Context: an optimization exercise on an open-source flow, tuned for small area. The choices shown serve that exercise and are no tape-out recipe. Function was checked by simulation only, so behaviour that the tests miss may differ from the original. The clock input has no modelled driver; a real chip could not lean on it and would need a root buffer or a full tree. Power figures rest on the tool's default switching activity, not on a simulated workload.

## drvAd56x3
module drvAd56x3
   #( parameter SIGN_A = "UNSIGNED",  
                SIGN_B = "UNSIGNED",
                DATA_WIDTH    = 14,   
                SCLK_DIVIDER  = 2,    
                SYNC_DURATION = 5)    
    (input logic                     clk,
     input logic                     reset,
     input  logic            [2 : 0] avsAdr,
     input  logic                    avsWr,
     input  logic           [15 : 0] avsWrData,
     input  logic                    avsRd,
     output logic           [15 : 0] avsRdData,
     input  logic                    asiValid0,
     input  logic [DATA_WIDTH-1 : 0] asiData0,
     output logic                    asiRdy0,
     input  logic                    asiValid1,
     input  logic [DATA_WIDTH-1 : 0] asiData1,
     output logic                    asiRdy1,
     output logic                    dacSync,
     output logic                    dacSclk,
     output logic                    dacDin);
clock: 10.0 ns
lec_check: 0
cap_margin: 0
core_margin: 2
core_utilization: 40
slew_margin: 0
standard.sh (not shown) runs the stock make flow with config.mk's settings and CLKGATE_MAP_FILE= SYNTH_SCRIPT=/design/flow/synth_recipe.tcl, a recipe that flattens the netlist after the stock synthesis.
==> flow/flow/run.sh <==
#!/bin/bash
# Own layout flow. Synthesis is the standard synthesis with two changes to
# the combinational mapping only: ripple-carry adders (lcu_ripple.v) and an
# area-oriented ABC script. Layout is the standard ORFS flow with buf_1 port
# buffers and CTS without dummy loads. Each tool's output goes to its own log.
set -euo pipefail
W=$PWD
rm -rf "$W/synscripts"
cp -r "$FLOW_HOME/scripts" "$W/synscripts"
cp "$W/flow/abc_area.script" "$W/synscripts/abc_speed.script"
bash standard.sh SCRIPTS_DIR="$W/synscripts" \
  "SYNTH_OPERATIONS_ARGS=-extra-map $W/flow/lcu_ripple.v" \
  synth > "$W/synth.log" 2>&1
bash standard.sh \
  'BUFFER_PORTS_ARGS=-buffer_cell sky130_fd_sc_hd__buf_1' \
  'CTS_ARGS=-sink_clustering_enable -repair_clock_nets -buf_list sky130_fd_sc_hd__clkbuf_8 -dont_use_dummy_load' \
  finish > "$W/layout.log" 2>&1
==> flow/flow/abc_area.script <==
strash
ifraig
dc2
dch -f
amap -m -F 4 -A 8
topo
==> flow/flow/lcu_ripple.v <==
// ripple-carry lookahead unit: the carries of $alu are built as a chain
(* techmap_celltype = "$lcu" *)
module _80_lcu_ripple (P, G, CI, CO);
	parameter WIDTH = 2;
	(* force_downto *)
	input [WIDTH-1:0] P, G;
	input CI;
	(* force_downto *)
	output [WIDTH-1:0] CO;
	genvar i;
	generate
		for (i = 0; i < WIDTH; i = i + 1) begin : chain
			if (i == 0)
				assign CO[i] = G[i] | (P[i] & CI);
			else
				assign CO[i] = G[i] | (P[i] & CO[i-1]);
		end
	endgenerate
endmodule
The starting point completed with no timing, DRC or antenna violations.
Then changed:
--- a/flow/flow/run.sh
+++ b/flow/flow/run.sh
@@ -15,3 +15,3 @@
   'BUFFER_PORTS_ARGS=-buffer_cell sky130_fd_sc_hd__buf_1' \
-  'CTS_ARGS=-sink_clustering_enable -repair_clock_nets -buf_list sky130_fd_sc_hd__clkbuf_8 -dont_use_dummy_load' \
+  'CTS_ARGS=-sink_clustering_enable -repair_clock_nets -buf_list sky130_fd_sc_hd__clkbuf_16 -sink_clustering_size 50 -sink_clustering_max_diameter 300 -dont_use_dummy_load' \
   finish > "$W/layout.log" 2>&1
=> Synthesized area does not change; final area went up by 2.5%; non-clock buffer count stays the same; core utilization went up by 1.1 points; maximum frequency is about the same.


The RTL this note starts from:
==> flow/design.v <==
module drvAd56x3_parm
    (input  logic                 clk,
     input  logic                 reset,
     input  logic         [2 : 0] avsAdr,
     input  logic                 avsWr,
     input  logic        [15 : 0] avsWrData,
     input  logic                 avsRd,
     output logic        [15 : 0] avsRdData,
     output logic                 genSel,
     output logic                 chSwap,
     output logic        [15 : 0] ceDivider,
     output logic        [15 : 0] incrRate0,
     output logic        [15 : 0] incrRate1);
    localparam logic [15 : 0] DEFAULT_CE_DIVIDER = 16'd125;
    localparam logic [15 : 0] DEFAULT_INCR_RATE0 = 16'h0001;
    localparam logic [15 : 0] DEFAULT_INCR_RATE1 = 16'hFFFF;
    logic       init;      
    logic [5:1] wrSel;     
    logic [5:1] keep;      
    logic [15 : 0] nIncrRate0, nIncrRate1;  
    assign init = reset | (avsWr & (avsAdr == 3'd0) & avsWrData[0]);
    always_comb
        for (int a = 1; a <= 5; a++) begin
            wrSel[a] = ~reset & avsWr & (avsAdr == 3'(a));
            keep[a]  = ~init & ~wrSel[a];
        end
    always_ff @(posedge clk) begin
        genSel    <= (wrSel[1] & avsWrData[0]) | (keep[1] & genSel);
        chSwap    <= (wrSel[2] & avsWrData[0]) | (keep[2] & chSwap);
        ceDivider <= ({16{wrSel[3]}} & avsWrData) | ({16{keep[3]}} & ceDivider) |
                     ({16{init}} & DEFAULT_CE_DIVIDER);
        nIncrRate0 <= ({16{wrSel[4]}} & ~avsWrData) | ({16{keep[4]}} & nIncrRate0) |
                      ({16{init}} & ~DEFAULT_INCR_RATE0);
        nIncrRate1 <= ({16{wrSel[5]}} & ~avsWrData) | ({16{keep[5]}} & nIncrRate1) |
                      ({16{init}} & ~DEFAULT_INCR_RATE1);
    end
    assign incrRate0 = ~nIncrRate0;
    assign incrRate1 = ~nIncrRate1;
    logic [5:1] rdSel;     
    always_comb
        for (int a = 1; a <= 5; a++)
            rdSel[a] = avsRd & (avsAdr == 3'(a));
    always_ff @(posedge clk, posedge reset)
    if (reset)
        avsRdData <= '0;
    else
        avsRdData <= {15'd0, (rdSel[1] & genSel) | (rdSel[2] & chSwap)} |
                     ({16{rdSel[3]}} & ceDivider) | ({16{rdSel[4]}} & incrRate0) |
                     ({16{rdSel[5]}} & incrRate1) | ({16{~avsRd}} & avsRdData);
endmodule
module drvAd56x3_gen
   #(parameter DATA_WIDTH = 14)
    (input  logic                           clk,
     input  logic                           reset,
     input  logic                  [15 : 0] ceDivider,
     input  logic                  [15 : 0] incrRate0,
     input  logic                  [15 : 0] incrRate1,
     input  logic                           genRdy,    
     output logic                           genValid,
     output logic          [DATA_WIDTH-1 : 0] genData0,
     output logic          [DATA_WIDTH-1 : 0] genData1);
    logic [15 : 0] cntP1;
    logic          cntEnd;
    logic [DATA_WIDTH-1 : 0] step0, step1;
    assign cntEnd   = (cntP1 == ceDivider);
    assign genValid = genRdy & cntEnd;
    assign step0    = incrRate0[DATA_WIDTH-1 : 0] & {DATA_WIDTH{genValid}};
    assign step1    = incrRate1[DATA_WIDTH-1 : 0] & {DATA_WIDTH{genValid}};
    always_ff @(posedge clk, posedge reset)
    if (reset) begin
        genData0 <= '0;
        genData1 <= '0;
    end else begin
        genData0 <= genData0 + step0;
        genData1 <= genData1 + step1;
    end
    always_ff @(posedge clk)
    if (reset | genValid)
        cntP1 <= 16'd1;
    else
        cntP1 <= cntP1 + {15'd0, ~cntEnd};
endmodule
module drvAd56x3_core
   #(parameter DATA_WIDTH = 14)
    (input  logic                    clk,
     input  logic                    reset,
     input  logic                    chSwap,    
     input  logic                    chValid0,
     input  logic [DATA_WIDTH-1 : 0] chData0,
     input  logic                    chValid1,
     input  logic [DATA_WIDTH-1 : 0] chData1,
     output logic                    coreRdy,
     output logic                    dacSync,
     output logic                    dacSclk,
     output logic                    dacDin);
    logic [5 : 0] phase;
    logic [4 : 0] bitCnt;
    logic         sclkSync;
    logic         channel;    
    logic         hsA;        
    logic         waitEnd;    
    logic [DATA_WIDTH-1 : 0] dataReg, dataBReg;
    logic         bitSel;
    logic         coreValid0, coreValid1;
    assign coreValid0 = chSwap ? chValid1 : chValid0;
    assign coreValid1 = chSwap ? chValid0 : chValid1;
    assign bitCnt   = phase[5 : 1];
    assign sclkSync = phase[0];
    assign dacSclk  = ~sclkSync;
    assign dacSync  = bitCnt[4] & bitCnt[3];
    assign waitEnd  = (phase == 6'd57);
    assign coreRdy  = (bitCnt == 5'd28) & ~channel;
    assign hsA      = coreValid0 & coreRdy;
    always_ff @(posedge clk, posedge reset)
    if (reset)
        phase <= 6'd48;
    else if (waitEnd)
        phase <= channel ? 6'd0 : (hsA ? 6'd58 : 6'd56);
    else if (phase == 6'd59)
        phase <= 6'd0;
    else if ((phase == 6'd56) & hsA)
        phase <= 6'd59;
    else
        phase <= phase + 1'd1;
    always_ff @(posedge clk) begin
        channel   <= ~reset & (channel ^ (phase == 6'd47));
        dataBReg  <= ({DATA_WIDTH{~reset & coreValid1 & chSwap}} & chData0) |
                     ({DATA_WIDTH{~reset & coreValid1 & ~chSwap}} & chData1) |
                     ({DATA_WIDTH{~reset & ~coreValid1}} & dataBReg);
    end
    logic loadA, loadB, shift;
    assign loadA = hsA;
    assign loadB = waitEnd & channel;
    assign shift = sclkSync & ((bitCnt[4:3] == 2'b01) | ((bitCnt[4:3] == 2'b10) & (bitCnt[2:0] < 3'd5)));
    always_ff @(posedge clk)
        dataReg <= ({DATA_WIDTH{loadA & ~chSwap}} & chData0) |
                   ({DATA_WIDTH{loadA & chSwap}} & chData1) | ({DATA_WIDTH{loadB}} & dataBReg) |
                   ({DATA_WIDTH{shift}} & {dataReg[DATA_WIDTH-2 : 0], 1'b0}) |
                   ({DATA_WIDTH{~loadA & ~loadB & ~shift}} & dataReg);
    always_comb
    begin
        if (bitCnt[4:3] == 2'b00)
            bitSel = channel & bitCnt[1] & bitCnt[0];
        else if (bitCnt[4:3] == 2'b01 || (bitCnt[4:3] == 2'b10 && bitCnt[2:0] < 3'd6))
            bitSel = dataReg[DATA_WIDTH-1];
        else
            bitSel = 1'b0;
    end
    assign dacDin = bitSel;
endmodule
module drvAd56x3
   #( parameter SIGN_A = "UNSIGNED",  
                SIGN_B = "UNSIGNED",
                DATA_WIDTH    = 14,   
                SCLK_DIVIDER  = 2,    
                SYNC_DURATION = 5)    
    (input logic                     clk,
     input logic                     reset,
     input  logic            [2 : 0] avsAdr,
     input  logic                    avsWr,
     input  logic           [15 : 0] avsWrData,
     input  logic                    avsRd,
     output logic           [15 : 0] avsRdData,
     input  logic                    asiValid0,
     input  logic [DATA_WIDTH-1 : 0] asiData0,
     output logic                    asiRdy0,
     input  logic                    asiValid1,
     input  logic [DATA_WIDTH-1 : 0] asiData1,
     output logic                    asiRdy1,
     output logic                    dacSync,
     output logic                    dacSclk,
     output logic                    dacDin);
    localparam logic XOR_A = (SIGN_A == "SIGNED") ? 1'b1 : 1'b0;
    localparam logic XOR_B = (SIGN_B == "SIGNED") ? 1'b1 : 1'b0;
    logic          genSel;
    logic          chSwap;
    logic [15 : 0] ceDivider;
    logic [15 : 0] incrRate0;
    logic [15 : 0] incrRate1;
    logic                    genValid;
    logic [DATA_WIDTH-1 : 0] genData0, genData1;
    logic                    chValid0, chValid1;
    logic [DATA_WIDTH-1 : 0] chData0, chData1;
    logic                    coreRdy;
    drvAd56x3_parm
    drvAd56x3_parmInst
         (.clk      (clk      ),
          .reset    (reset    ),
          .avsAdr   (avsAdr   ),
          .avsWr    (avsWr    ),
          .avsWrData(avsWrData),
          .avsRd    (avsRd    ),
          .avsRdData(avsRdData),
          .genSel   (genSel   ),
          .chSwap   (chSwap   ),
          .ceDivider(ceDivider),
          .incrRate0(incrRate0),
          .incrRate1(incrRate1));
    drvAd56x3_gen
        #(.DATA_WIDTH(DATA_WIDTH))
    drvAd56x3_genInst
         (.clk      (clk      ),
          .reset    (reset    ),
          .ceDivider(ceDivider),
          .incrRate0(incrRate0),
          .incrRate1(incrRate1),
          .genRdy   (genSel & coreRdy),
          .genValid (genValid ),
          .genData0 (genData0 ),
          .genData1 (genData1 ));
    drvAd56x3_core
        #(.DATA_WIDTH(DATA_WIDTH))
    drvAd56x3_coreInst
        (.clk       (clk       ),
         .reset     (reset     ),
         .chSwap    (chSwap    ),
         .chValid0  (chValid0  ),
         .chData0   (chData0   ),
         .chValid1  (chValid1  ),
         .chData1   (chData1   ),
         .coreRdy   (coreRdy   ),
         .dacSync   (dacSync   ),
         .dacSclk   (dacSclk   ),
         .dacDin    (dacDin    ));
    assign chValid0 = (genSel) ? genValid : asiValid0;
    assign chData0  = ((genSel) ? genData0 : asiData0) ^
                      {((chSwap) ? XOR_B : XOR_A), {DATA_WIDTH-1{1'b0}}};
    assign chValid1 = (genSel) ? genValid : asiValid1;
    assign chData1  = ((genSel) ? genData1 : asiData1) ^
                      {((chSwap) ? XOR_A : XOR_B), {DATA_WIDTH-1{1'b0}}};
    assign asiRdy0 = ~genSel & coreRdy;
    assign asiRdy1 = ~genSel & coreRdy;
endmodule
export LEC_CHECK = 0
export CAP_MARGIN = 20
export CORE_MARGIN = 2
export CORE_UTILIZATION = 40
export GPL_TIMING_DRIVEN = 0
export SLEW_MARGIN = 20
create_clock -name core_clock -period 10.0 [get_ports {clk}]
==> flow/flow/run.sh <==
#!/bin/bash
# Own layout flow. Synthesis is the standard synthesis with two changes to
# the combinational mapping only: ripple-carry adders (lcu_ripple.v) and an
# area-oriented ABC script. Layout is the standard ORFS flow with buf_1 port
# buffers and, in place of TritonCTS, a two-level clock tree (mycts.tcl): one
# root buffer driving ten leaf buffers, each driving one cluster of flip-flops.
# Each tool's output goes to its own log file.
set -euo pipefail
W=$PWD
rm -rf "$W/synscripts"
cp -r "$FLOW_HOME/scripts" "$W/synscripts"
cp "$W/flow/abc_area.script" "$W/synscripts/abc_speed.script"
python3 - "$W/synscripts/cts.tcl" "$W/flow/mycts.tcl" <<'PY'
import sys
p, tree = sys.argv[1], sys.argv[2]
s = open(p).read()
old = "log_cmd clock_tree_synthesis {*}$cts_args\n"
assert old in s
s = s.replace(old, "source %s\nmy_clock_tree 10 sky130_fd_sc_hd__clkbuf_8 sky130_fd_sc_hd__clkbuf_8\n" % tree)
open(p, "w").write(s)
PY
bash standard.sh SCRIPTS_DIR="$W/synscripts" \
  "SYNTH_OPERATIONS_ARGS=-extra-map $W/flow/lcu_ripple.v" \
  synth > "$W/synth.log" 2>&1
bash standard.sh SCRIPTS_DIR="$W/synscripts" \
  'BUFFER_PORTS_ARGS=-buffer_cell sky130_fd_sc_hd__buf_1' \
  finish > "$W/layout.log" 2>&1
==> flow/flow/mycts.tcl <==
# Build a two-level clock tree: clk -> one root buffer -> K leaf buffers, each
# driving one cluster of flip-flops (clusters by k-means on the pin locations).
proc my_clock_tree {K rootCell leafCell} {
  set block [ord::get_db_block]
  set db [ord::get_db]
  set clkNet [$block findNet clk]
  set sinks {}
  foreach it [$clkNet getITerms] {
    if {[$it isInputSignal]} { lappend sinks $it }
  }
  set n [llength $sinks]
  set xs {}; set ys {}
  foreach it $sinks {
    set bb [[$it getInst] getBBox]
    lappend xs [expr {([$bb xMin] + [$bb xMax]) / 2.0}]
    lappend ys [expr {([$bb yMin] + [$bb yMax]) / 2.0}]
  }
  # initial centres: spread along sorted x order
  set order [lsort -indices -real $xs]
  set cx {}; set cy {}
  for {set k 0} {$k < $K} {incr k} {
    set i [lindex $order [expr {int(($k + 0.5) * $n / $K)}]]
    lappend cx [lindex $xs $i]; lappend cy [lindex $ys $i]
  }
  set cap [expr {int(ceil(double($n) / $K)) + 2}]
  for {set iter 0} {$iter < 30} {incr iter} {
    # balanced assignment: greedy by distance with a size cap
    set pairs {}
    for {set i 0} {$i < $n} {incr i} {
      for {set k 0} {$k < $K} {incr k} {
        set d [expr {abs([lindex $xs $i] - [lindex $cx $k]) + abs([lindex $ys $i] - [lindex $cy $k])}]
        lappend pairs [list $d $i $k]
      }
    }
    set pairs [lsort -real -index 0 $pairs]
    set asg [lrepeat $n -1]; set cnt [lrepeat $K 0]
    foreach p $pairs {
      lassign $p d i k
      if {[lindex $asg $i] >= 0 || [lindex $cnt $k] >= $cap} continue
      lset asg $i $k; lset cnt $k [expr {[lindex $cnt $k] + 1}]
    }
    set sx [lrepeat $K 0.0]; set sy [lrepeat $K 0.0]
    for {set i 0} {$i < $n} {incr i} {
      set k [lindex $asg $i]
      lset sx $k [expr {[lindex $sx $k] + [lindex $xs $i]}]
      lset sy $k [expr {[lindex $sy $k] + [lindex $ys $i]}]
    }
    for {set k 0} {$k < $K} {incr k} {
      if {[lindex $cnt $k] > 0} {
        lset cx $k [expr {[lindex $sx $k] / [lindex $cnt $k]}]
        lset cy $k [expr {[lindex $sy $k] / [lindex $cnt $k]}]
      }
    }
  }
  set rootM [$db findMaster $rootCell]
  set leafM [$db findMaster $leafCell]
  set rootNet [odb::dbNet_create $block clknet_root]
  $rootNet setSigType CLOCK
  set root [odb::dbInst_create $block $rootM clkbuf_root]
  set mx 0.0; set my 0.0
  for {set k 0} {$k < $K} {incr k} { set mx [expr {$mx + [lindex $cx $k] / $K}]; set my [expr {$my + [lindex $cy $k] / $K}] }
  $root setLocation [expr {int($mx)}] [expr {int($my)}]
  $root setPlacementStatus PLACED
  [$root findITerm A] connect $clkNet
  [$root findITerm X] connect $rootNet
  for {set k 0} {$k < $K} {incr k} {
    set net [odb::dbNet_create $block clknet_leaf_$k]
    $net setSigType CLOCK
    set b [odb::dbInst_create $block $leafM clkbuf_leaf_$k]
    $b setLocation [expr {int([lindex $cx $k])}] [expr {int([lindex $cy $k])}]
    $b setPlacementStatus PLACED
    [$b findITerm A] connect $rootNet
    [$b findITerm X] connect $net
    for {set i 0} {$i < $n} {incr i} {
      if {[lindex $asg $i] == $k} {
        set it [lindex $sinks $i]
        $it disconnect
        $it connect $net
      }
    }
  }
  puts "my_clock_tree: $n sinks, $K leaves, sizes [lsort -integer $cnt]"
  set_propagated_clock [all_clocks]
}
Scripts as last shown in full above: flow/flow/abc_area.script, flow/flow/lcu_ripple.v
The starting point completed with no timing, DRC or antenna violations.
==> next run, changes <==
--- a/flow/flow/run.sh
+++ b/flow/flow/run.sh
@@ -4,5 +4,5 @@
 # area-oriented ABC script. Layout is the standard ORFS flow with buf_1 port
 # buffers and, in place of TritonCTS, a two-level clock tree (mycts.tcl): one
-# root buffer driving ten leaf buffers, each driving one cluster of flip-flops.
+# root buffer driving 8 leaf buffers, each driving one cluster of flip-flops.
 # Each tool's output goes to its own log file.
 set -euo pipefail
@@ -17,7 +17,12 @@
 old = "log_cmd clock_tree_synthesis {*}$cts_args\n"
 assert old in s
-s = s.replace(old, "source %s\nmy_clock_tree 10 sky130_fd_sc_hd__clkbuf_8 sky130_fd_sc_hd__clkbuf_8\n" % tree)
+s = s.replace(old, "source %s\nmy_clock_tree 8 sky130_fd_sc_hd__clkbuf_8 sky130_fd_sc_hd__clkbuf_8\n" % tree)
 open(p, "w").write(s)
 PY
+# Layout steps: keep repair from using buffers and inverters larger than size 4
+for f in floorplan.tcl global_place.tcl resize.tcl global_route.tcl \
+         repair_timing_post_place.tcl cts.tcl; do
+  sed -i 's/^\( *\)set_dont_use \$::env(DONT_USE_CELLS)$/&\n\1set_dont_use [list sky130_fd_sc_hd__buf_6 sky130_fd_sc_hd__buf_8 sky130_fd_sc_hd__buf_12 sky130_fd_sc_hd__buf_16 sky130_fd_sc_hd__bufbuf_8 sky130_fd_sc_hd__bufbuf_16 sky130_fd_sc_hd__bufinv_8 sky130_fd_sc_hd__bufinv_16 sky130_fd_sc_hd__inv_6 sky130_fd_sc_hd__inv_8 sky130_fd_sc_hd__inv_12 sky130_fd_sc_hd__inv_16 sky130_fd_sc_hd__clkinv_8 sky130_fd_sc_hd__clkinv_16 sky130_fd_sc_hd__clkbuf_16]/' "$W/synscripts/$f"
+done
 bash standard.sh SCRIPTS_DIR="$W/synscripts" \
   "SYNTH_OPERATIONS_ARGS=-extra-map $W/flow/lcu_ripple.v" \
==> flow/flow/abc_area.script (replaced) <==
strash
ifraig
dc2
&get -n
&dc2
&syn2
&dch -f
&put
dch -f
amap -m -F 4 -A 8
topo
--- a/flow/flow/mycts.tcl
+++ b/flow/flow/mycts.tcl
@@ -23,5 +23,5 @@
     lappend cx [lindex $xs $i]; lappend cy [lindex $ys $i]
   }
-  set cap [expr {int(ceil(double($n) / $K)) + 2}]
+  set cap [expr {int(ceil(double($n) / $K)) + 1}]
   for {set iter 0} {$iter < 30} {incr iter} {
     # balanced assignment: greedy by distance with a size cap
CAP_MARGIN = 0   (was 20)
SLEW_MARGIN = 0   (was 20)
=> Via count increases slightly. Utilization decreases by 0.84 points. Maximum frequency decreases by a few percent. Worst setup slack is worse by 0.35 ns.
==> next run, changes <==
CAP_MARGIN = 20   (was 0)
CORE_UTILIZATION = 60   (was 40)
SLEW_MARGIN = 20   (was 0)
What happened:
- core utilization goes up by 22 points
- routed wire length fell by about 2%
- setup slack is better by 0.57 ns
- clock skew rose by 0.0076 ns
==> next run, changes <==
--- a/flow/flow/run.sh
+++ b/flow/flow/run.sh
@@ -20,9 +20,4 @@
 open(p, "w").write(s)
 PY
-# Layout steps: keep repair from using buffers and inverters larger than size 4
-for f in floorplan.tcl global_place.tcl resize.tcl global_route.tcl \
-         repair_timing_post_place.tcl cts.tcl; do
-  sed -i 's/^\( *\)set_dont_use \$::env(DONT_USE_CELLS)$/&\n\1set_dont_use [list sky130_fd_sc_hd__buf_6 sky130_fd_sc_hd__buf_8 sky130_fd_sc_hd__buf_12 sky130_fd_sc_hd__buf_16 sky130_fd_sc_hd__bufbuf_8 sky130_fd_sc_hd__bufbuf_16 sky130_fd_sc_hd__bufinv_8 sky130_fd_sc_hd__bufinv_16 sky130_fd_sc_hd__inv_6 sky130_fd_sc_hd__inv_8 sky130_fd_sc_hd__inv_12 sky130_fd_sc_hd__inv_16 sky130_fd_sc_hd__clkinv_8 sky130_fd_sc_hd__clkinv_16 sky130_fd_sc_hd__clkbuf_16]/' "$W/synscripts/$f"
-done
 bash standard.sh SCRIPTS_DIR="$W/synscripts" \
   "SYNTH_OPERATIONS_ARGS=-extra-map $W/flow/lcu_ripple.v" \
CORE_UTILIZATION = 40   (was 60)
After rerunning: Utilization decreases by 21 points. Worst setup slack gains 0.050 ns. Design area increases slightly.
==> next run, changes <==
--- a/flow/flow/run.sh
+++ b/flow/flow/run.sh
@@ -20,4 +20,9 @@
 open(p, "w").write(s)
 PY
+# Layout steps: keep repair from using buffers and inverters larger than size 4
+for f in floorplan.tcl global_place.tcl resize.tcl global_route.tcl \
+         repair_timing_post_place.tcl cts.tcl; do
+  sed -i 's/^\( *\)set_dont_use \$::env(DONT_USE_CELLS)$/&\n\1set_dont_use [list sky130_fd_sc_hd__buf_6 sky130_fd_sc_hd__buf_8 sky130_fd_sc_hd__buf_12 sky130_fd_sc_hd__buf_16 sky130_fd_sc_hd__bufbuf_8 sky130_fd_sc_hd__bufbuf_16 sky130_fd_sc_hd__bufinv_8 sky130_fd_sc_hd__bufinv_16 sky130_fd_sc_hd__inv_6 sky130_fd_sc_hd__inv_8 sky130_fd_sc_hd__inv_12 sky130_fd_sc_hd__inv_16 sky130_fd_sc_hd__clkinv_8 sky130_fd_sc_hd__clkinv_16 sky130_fd_sc_hd__clkbuf_16]/' "$W/synscripts/$f"
+done
 bash standard.sh SCRIPTS_DIR="$W/synscripts" \
   "SYNTH_OPERATIONS_ARGS=-extra-map $W/flow/lcu_ripple.v" \
CAP_MARGIN = 10   (was 20)
SLEW_MARGIN = 10   (was 20)
After rerunning: The new run completed with no timing, DRC or antenna violations; worst hold slack stays flat; combinational power came out lower by about 0.6%; total power falls by 0.47%; global-route usage barely changes; setup slack is worse by 0.078 ns.
==> next run, changes <==
==> flow/flow/run.sh (replaced) <==
#!/bin/bash
# Own layout flow. Synthesis is the standard synthesis with two changes to
# the combinational mapping only: ripple-carry adders (lcu_ripple.v) and an
# area-oriented ABC script. Layout is the standard ORFS flow with buf_1 port
# buffers and, in place of TritonCTS, a two-level clock tree (mycts.tcl): one
# root buffer driving 9 leaf buffers, each driving one cluster of flip-flops.
# Each tool's output goes to its own log file.
set -euo pipefail
W=$PWD
rm -rf "$W/synscripts"
cp -r "$FLOW_HOME/scripts" "$W/synscripts"
cp "$W/flow/abc_area.script" "$W/synscripts/abc_speed.script"
python3 - "$W/synscripts/cts.tcl" "$W/flow/mycts.tcl" <<'PY'
import sys
p, tree = sys.argv[1], sys.argv[2]
s = open(p).read()
old = "log_cmd clock_tree_synthesis {*}$cts_args\n"
assert old in s
s = s.replace(old, "source %s\nmy_clock_tree 9 sky130_fd_sc_hd__clkbuf_8 sky130_fd_sc_hd__clkbuf_8\n" % tree)
open(p, "w").write(s)
PY
bash standard.sh SCRIPTS_DIR="$W/synscripts" \
  "SYNTH_OPERATIONS_ARGS=-extra-map $W/flow/lcu_ripple.v" \
  synth > "$W/synth.log" 2>&1
bash standard.sh SCRIPTS_DIR="$W/synscripts" \
  'BUFFER_PORTS_ARGS=-buffer_cell sky130_fd_sc_hd__buf_1' \
  finish > "$W/layout.log" 2>&1
CAP_MARGIN = 20   (was 10)
SLEW_MARGIN = 20   (was 10)
Setup slack gains 0.10 ns.
Final area went up by about 0.6%.
Wire length went down by 0.49%.
No run of this note takes its clock network from TritonCTS; it comes from the design's own scripts or RTL.

==> afterwards: timing with drivers on the ports <==
Ports are ideal in the flow. The routed layouts listed here were re-timed in OpenROAD.
Step 1, drivers: a clkbuf_16 drives clk and a buf_2 each remaining input, both assumed.
Step 2 also shifts input and output timing later by t, the mid clock arrival at the registers, as if the neighbouring blocks saw the same clock.
a / b / c = ideal ports / drivers / drivers and shift; a / b = the first two.
run | t, ns | setup WS [ns] | latest minus earliest clock arrival (ns) | worst register clock-pin slew, ns
the first run of note 1 | 0.478 | 2.335 / 2.335 / 2.335 | 0.034 / 0.034 | 0.08 / 0.08
the second run of note 1 | 0.455 | 2.330 / 2.330 / 2.330 | 0.024 / 0.024 | 0.06 / 0.06
the first run of note 2 | 0.455 | 1.968 / 1.968 / 1.968 | 0.027 / 0.027 | 0.11 / 0.11
the second run of note 2 | 0.433 | 1.617 / 1.617 / 1.617 | 0.021 / 0.021 | 0.12 / 0.12
the third run of note 2 | 0.432 | 2.189 / 2.189 / 2.189 | 0.028 / 0.028 | 0.12 / 0.12
the fourth run of note 2 | 0.440 | 2.239 / 2.239 / 2.239 | 0.021 / 0.021 | 0.12 / 0.12
the fifth run of note 2 | 0.439 | 2.161 / 2.161 / 2.161 | 0.031 / 0.031 | 0.12 / 0.12
the sixth run of note 2 | 0.448 | 2.265 / 2.265 / 2.265 | 0.020 / 0.021 | 0.11 / 0.11
After both steps every run listed still meets setup and hold.
